This design comes from an exercise in tuning for small area on the open sky130 flow, not from production work. The RTL was checked by simulation tests, not by an equivalence proof against the original design.

==> flow/design.v (outline; a module is shown in full before it is edited, if it fits) <==
// module dct_1d: 2848 lines
// module fa_cell: 4 lines
// module maj_cell: 3 lines
// module ha_cell: 4 lines
module dct_1d(
    input clk,
    input rst_n,
    input enable,
    input signed [9:0] x0, input signed [9:0] x1, input signed [9:0] x2, input signed [9:0] x3,
    input signed [9:0] x4, input signed [9:0] x5, input signed [9:0] x6, input signed [9:0] x7,
    output reg signed [10:0] y0, output reg signed [10:0] y1, output reg signed [10:0] y2, output reg signed [10:0] y3,
    output reg signed [10:0] y4, output reg signed [10:0] y5, output reg signed [10:0] y6, output reg signed [10:0] y7,
    output valid
);
  // ...
==> flow/run.sh <==
#!/bin/bash
# synth_recipe.tcl (not shown) runs the flow's synth.tcl, then flattens the netlist and writes it again
# the make line also repeats each setting of config.mk as NAME=value (left out here)
make -C /OpenROAD-flow-scripts/flow DESIGN_CONFIG=/design/flow/config.mk WORK_HOME=/design/flow/orfs CLKGATE_MAP_FILE= SYNTH_SCRIPT=/design/flow/synth_recipe.tcl finish
==> flow/config.mk <==
export PLATFORM = sky130hd
export DESIGN_NAME = dct_1d
export DESIGN_NICKNAME = dct_1d
export VERILOG_FILES = /design/flow/design.v
export SDC_FILE = /design/flow/constraint.sdc
export NUM_CORES = 4
export LEC_CHECK = 0
export ABC_AREA = 1
export CAP_MARGIN = 20
export CORE_MARGIN = 2
export CORE_UTILIZATION = 40
export PLACE_DENSITY = 0.8
export SLEW_MARGIN = 20
export SYNTH_HIERARCHICAL = 1
==> flow/constraint.sdc <==
create_clock -name core_clock -period 6.0 [get_ports {clk}]
set_input_delay 1.2000 -clock core_clock [delete_from_list [all_inputs] [get_ports {clk}]]
set_output_delay 1.2000 -clock core_clock [all_outputs]
set_load 0.01 [all_outputs]
==> impl_metrics.tcl, run 1 <==
set metrics [dict create \
    status "complete, no violations" \
    finish.utilization_pct 46.8 \
    layout-drive-gt1-share_pct 9.66 \
    clk_pin_slew_ns 0.08 \
    nFlopsAndLatches 182 \
    post-cts-setup-buffers 3 \
    grt.busiest_layer "met2" \
    path_cells "inv_1 > ha_1 > a21oi_1 > nand2_1 > fa_1 > xor2_1 > fa_1 > fa_1 > inv_1 > fa_1 > fa_1 > fa_1 > inv_1 > nor3_1 > a211oi_1 > o31ai_2 > buf_4 > ha_1 > xor2_1" \
    synth_xor_area_share_pct 2.29 \
    cp_max_fo 8 \
    ys_seq_area_share_pct 11.2 \
    cts-root-buf "clkbuf_16" \
    clock_buffers 18 \
    place.gp.congestion 0.999 \
    dr.pass1.iters 5 \
    cts_sinks 182 \
    critPathBufInv 4 \
    dominant-cell-class "multi-input gates" \
    use_met2_pct 37.7 \
    slew_headroom_pct 54.2 \
    clock.fmax_mhz 172 \
    yosysMostFrequentCell "fa_1" \
    nWellTaps 1060 \
    worst_path_max_delay_cell "xor2_1" \
    holdPathStages 2 \
    clock_path_buffers 2 \
    die_h_um 289 \
    io_pins 172 \
    synth_area_leaders "fa_1 (58%), dfxtp_1 (11%), ha_1 (9.2%)" \
    layout_commonest_cell "fa_1" \
    antenna_found_initial 5 \
    crit_path_frequent_cell "fa_1" \
    reg2reg_depth 19 \
    final_cell_mix "fa_1 (926), inv_1 (724), nand2_1 (349)" \
    ys_async_sr_fraction_pct 0 \
    gr-usage-all-layers_pct 23.6 \
    place_hpwl_mm 79.6 \
    worstPathArrival_ns 6.24 \
]
==> run 2, diff against run 1 <==
--- a/flow/config.mk
+++ b/flow/config.mk
@@ -10,3 +10,3 @@
 export CORE_MARGIN = 2
-export CORE_UTILIZATION = 40
+export CORE_UTILIZATION = 60
 export PLACE_DENSITY = 0.8
==> run 2 against run 1 <==
Compared with the run above: still clean on timing, DRC and antenna; non-clock buffer count rose by 29; wire length grew 3.9%; die area fell by 33%; final cell count is 7.7% lower; register-to-register slack hardly changed; worst hold slack better by 0.0032 ns; global-route usage increased by 14 points; utilization grew 23 points; largest cell class unchanged.
==> impl_metrics.tcl, run 2 <==
set metrics [dict create \
    hp-class "reg -> reg" \
    grt_pass1_wl_mm 150 \
    io_pins 172 \
    die_h_um 237 \
    rr_endpoint "y7[3]$_DFF_P_" \
    ff2ff_setup_slack_ns 0.16 \
    reg2reg_depth 19 \
    worstMarginPinSlew_ns 0.769 \
    yosys.area.top_type "fa_1" \
    synth.top_cell.area_share_pct 58.3 \
    synth_cell_type_count 40 \
    drc 0 \
    synth_area_sq_mm 0.0325 \
    maxCapViolCount 0 \
    holdPathStages 2 \
    dpl_cell_area_sq_mm 0.0366 \
    dp_cells 3985 \
    cp.required_ns 6.39 \
    antenna_found_initial 3 \
    synth_flop_cell "dfxtp_1" \
    synth_area_leaders "fa_1 (58%), dfxtp_1 (11%), ha_1 (9.2%)" \
    final_cells 4029 \
    synthTopCellsByCount "fa_1 (945), inv_1 (730), nand2_1 (354)" \
    clkLatencyLatePin_ns 0.51 \
    drtIter0Drc 1480 \
    overflow 0 \
    cts-root-buf "clkbuf_16" \
    finalHoldViolCount 0 \
    place.gp.congestion 0.980 \
    initial_core_util_pct 60.5 \
    worstReg2RegStart "d0_r[9]$_DFF_P_" \
    wl_per_cell_um 23.7 \
    cts_tree "yes" \
    via_per_inst 5.49 \
    dr.pass1.iters 8 \
    synth_warnings 7 \
    drt-total-wl_mm 95.6 \
    grt_start_max_net_pins 19 \
    rows 85 \
    worstHoldEndpoint "vp[1]$_SDFF_PN0_" \
    final_cell_mix "fa_1 (923), inv_1 (721), nand2_1 (348)" \
    hp-start "vp[0]$_SDFF_PN0_" \
    antenna_left 0 \
    synth_edf_count 0 \
    final.fill_count 3932 \
    cts_sinks 182 \
    core_sq_mm 0.0537 \
    gr-usage-all-layers_pct 37.2 \
    finClkSkew_ns 0.0179 \
    numCtsBuffers 17 \
    end_kind "register" \
    num_vias 22100 \
    areaGrowthSynthToFinish_pct 15.5 \
    seq_area_sq_mm 0.00366 \
    rsz0062_at_grt "true" \
    yosysMostFrequentCell "fa_1" \
    status "complete, no violations" \
    clk_pin_slew_ns 0.08 \
    syn_avg_cell_area_sq_um 11.1 \
    clock_path_buffers 2 \
    place_hpwl_mm 82.5 \
    critical_path_class "reg -> reg" \
    slew_headroom_pct 48.6 \
    fin_crit_sh_pct 97.4 \
    cts_max_level 4 \
    drv_slew 0 \
    hold_ws_ns 0.415 \
    ys_seq_area_share_pct 11.2 \
    ys_async_sr_fraction_pct 0 \
    port-buffer-count 171 \
    fp.dieArea_sq_mm 0.0560 \
    cp_max_fo 8 \
    final_area_sq_mm 0.0375 \
    synthesis.nets 4184 \
    layout-drive-gt1-share_pct 10.8 \
    cp-start-kind "register" \
    worstPathArrival_ns 6.23 \
    report.final.setup_viol 0 \
    nets 4585 \
    finalCriticalPeriod_ns 5.84 \
    clock.fmax_mhz 171 \
    ys_ff_latch 182 \
    die_w_um 237 \
    layout_commonest_cell "fa_1" \
    grt_pass1_vias 25100 \
    multiInputGateArea_sq_mm 0.0263 \
    synth_cells 2917 \
]
==> run 2: cell counts after synthesis <==
Identical to the previous run, type by type.
==> run 2: stage by stage <==
step	worst slack, ns	utilization [%]	TNS [ns]
finish	0.159	69.8	0
global route	-0.0534	69.8	-0.159
CTS	0.00742	69.3	0
detailed placement	-0.264	68.2	-1.58
global placement	-0.174	68.2	-0.641
floorplan	0.0537	-	0
==> run 2: cell families after synthesis <==
| kind of cell | share of synthesized area [%] |
|---|---|
| XOR/XNOR | 2.29 |
| AND/OR/NAND/NOR | 7.98 |
| flip-flops | 11.2 |
| adder cells (fa/ha/maj) | 67.5 |
| AO/OA/AOI/OAI | 2.52 |
| buffers and inverters | 8.48 |
| multiplexers | 0.0347 |
==> run 2: layout make-up <==
cell class / instances / area share [%]
clock inverter: 14 / 0.417
multi-input combinational: 2002 / 70.1
timing repair buffer: 384 / 8.95
antenna: 2 / 0.0133
tap: 696 / 2.32
inverter: 731 / 7.33
sequential: 182 / 9.76
clock buffer: 18 / 1.14
==> run 2: how the worst max path moves through the flow <==
stage                    startpoint               end  slack, ns
finish              d0_r[9]$_DFF_P_     y7[3]$_DFF_P_       0.16
global route        d2_r[3]$_DFF_P_     y7[3]$_DFF_P_      -0.05
CTS                 d3_r[1]$_DFF_P_     y7[3]$_DFF_P_      0.007
detailed placement            x7[0]  f0_r[10]$_DFF_P_      -0.26
global placement              x0[0]  f0_r[10]$_DFF_P_      -0.17
floorplan           d1_r[1]$_DFF_P_     y1[5]$_DFF_P_       0.05
==> run 2: routing by layer <==
layer  part of all wire, %  GRT usage, %
met2                    48          59.5
met3                   8.7          9.37
met4                   5.5          16.5
met5                     0             0
met1                    38          48.5
==> run 2: repair_timing <==
action / CTS / global route
hold buffers: 0 / 0
buffers inserted: 2 / 8
gates resized for setup: 9 / 59
hold endpoints to repair: 0 / 0
pin swaps: 4 / 22
endpoints found under the setup margin: 16 / 46
==> run 2: Yosys stat by module (local to each module, per instance) <==
module / flops+latches / copies in the design / area [sq um] / cells
fa_cell: 0 / 896 / 20.0 / 1
dct_1d: 182 / 1 / 13600 / 1897
ha_cell: 0 / 36 / 12.5 / 1
maj_cell: 0 / 22 / 21.3 / 4
==> run 2: critical path, cell delays in order, from the launching register on <==
cell,delay [ns]
dfxtp_1,0.58
buf_4,0.29
buf_4,0.23
fa_1,0.44
fa_1,0.43
fa_1,0.49
fa_1,0.39
fa_1,0.48
inv_1,0.05
fa_1,0.41
fa_1,0.41
inv_1,0.07
ha_1,0.26
nand2_1,0.16
nor3_1,0.09
a211oi_2,0.27
o31ai_4,0.12
buf_4,0.19
ha_1,0.20
xor2_1,0.14

-- what the ideal ports hide --
No port has a modelled driver above. Below, the same layouts with a new extraction and two added sets of constraints. Step 1 assumes that a clkbuf_16 drives the clock port and a buf_2 every other input. Step 2, shift: input delay + t, output delay - t, t = (earliest + latest rising clock arrival at the registers) / 2. This alone moves slack from input paths to output paths. a / b / c = ideal / step 1 / step 2; a / b = the first two.
run | shift t [ns] | setup WS [ns] | worst setup path after step 2 | latest minus earliest clock arrival (ns) | worst data-port slew with drivers (ns)
run 1 | 0.575 | 0.170 / 0.170 / -0.271 | input to register | 0.015 / 0.016 | 0.19
run 2 | 0.563 | 0.159 / 0.159 / -0.215 | input to register | 0.021 / 0.020 | 0.07
Met with ideal ports but missed after step 2: setup timing in run 1 and run 2. For run 1, which loses most, drivers alone change the setup slack by 0.000 ns; drivers and shift together by -0.441 ns.
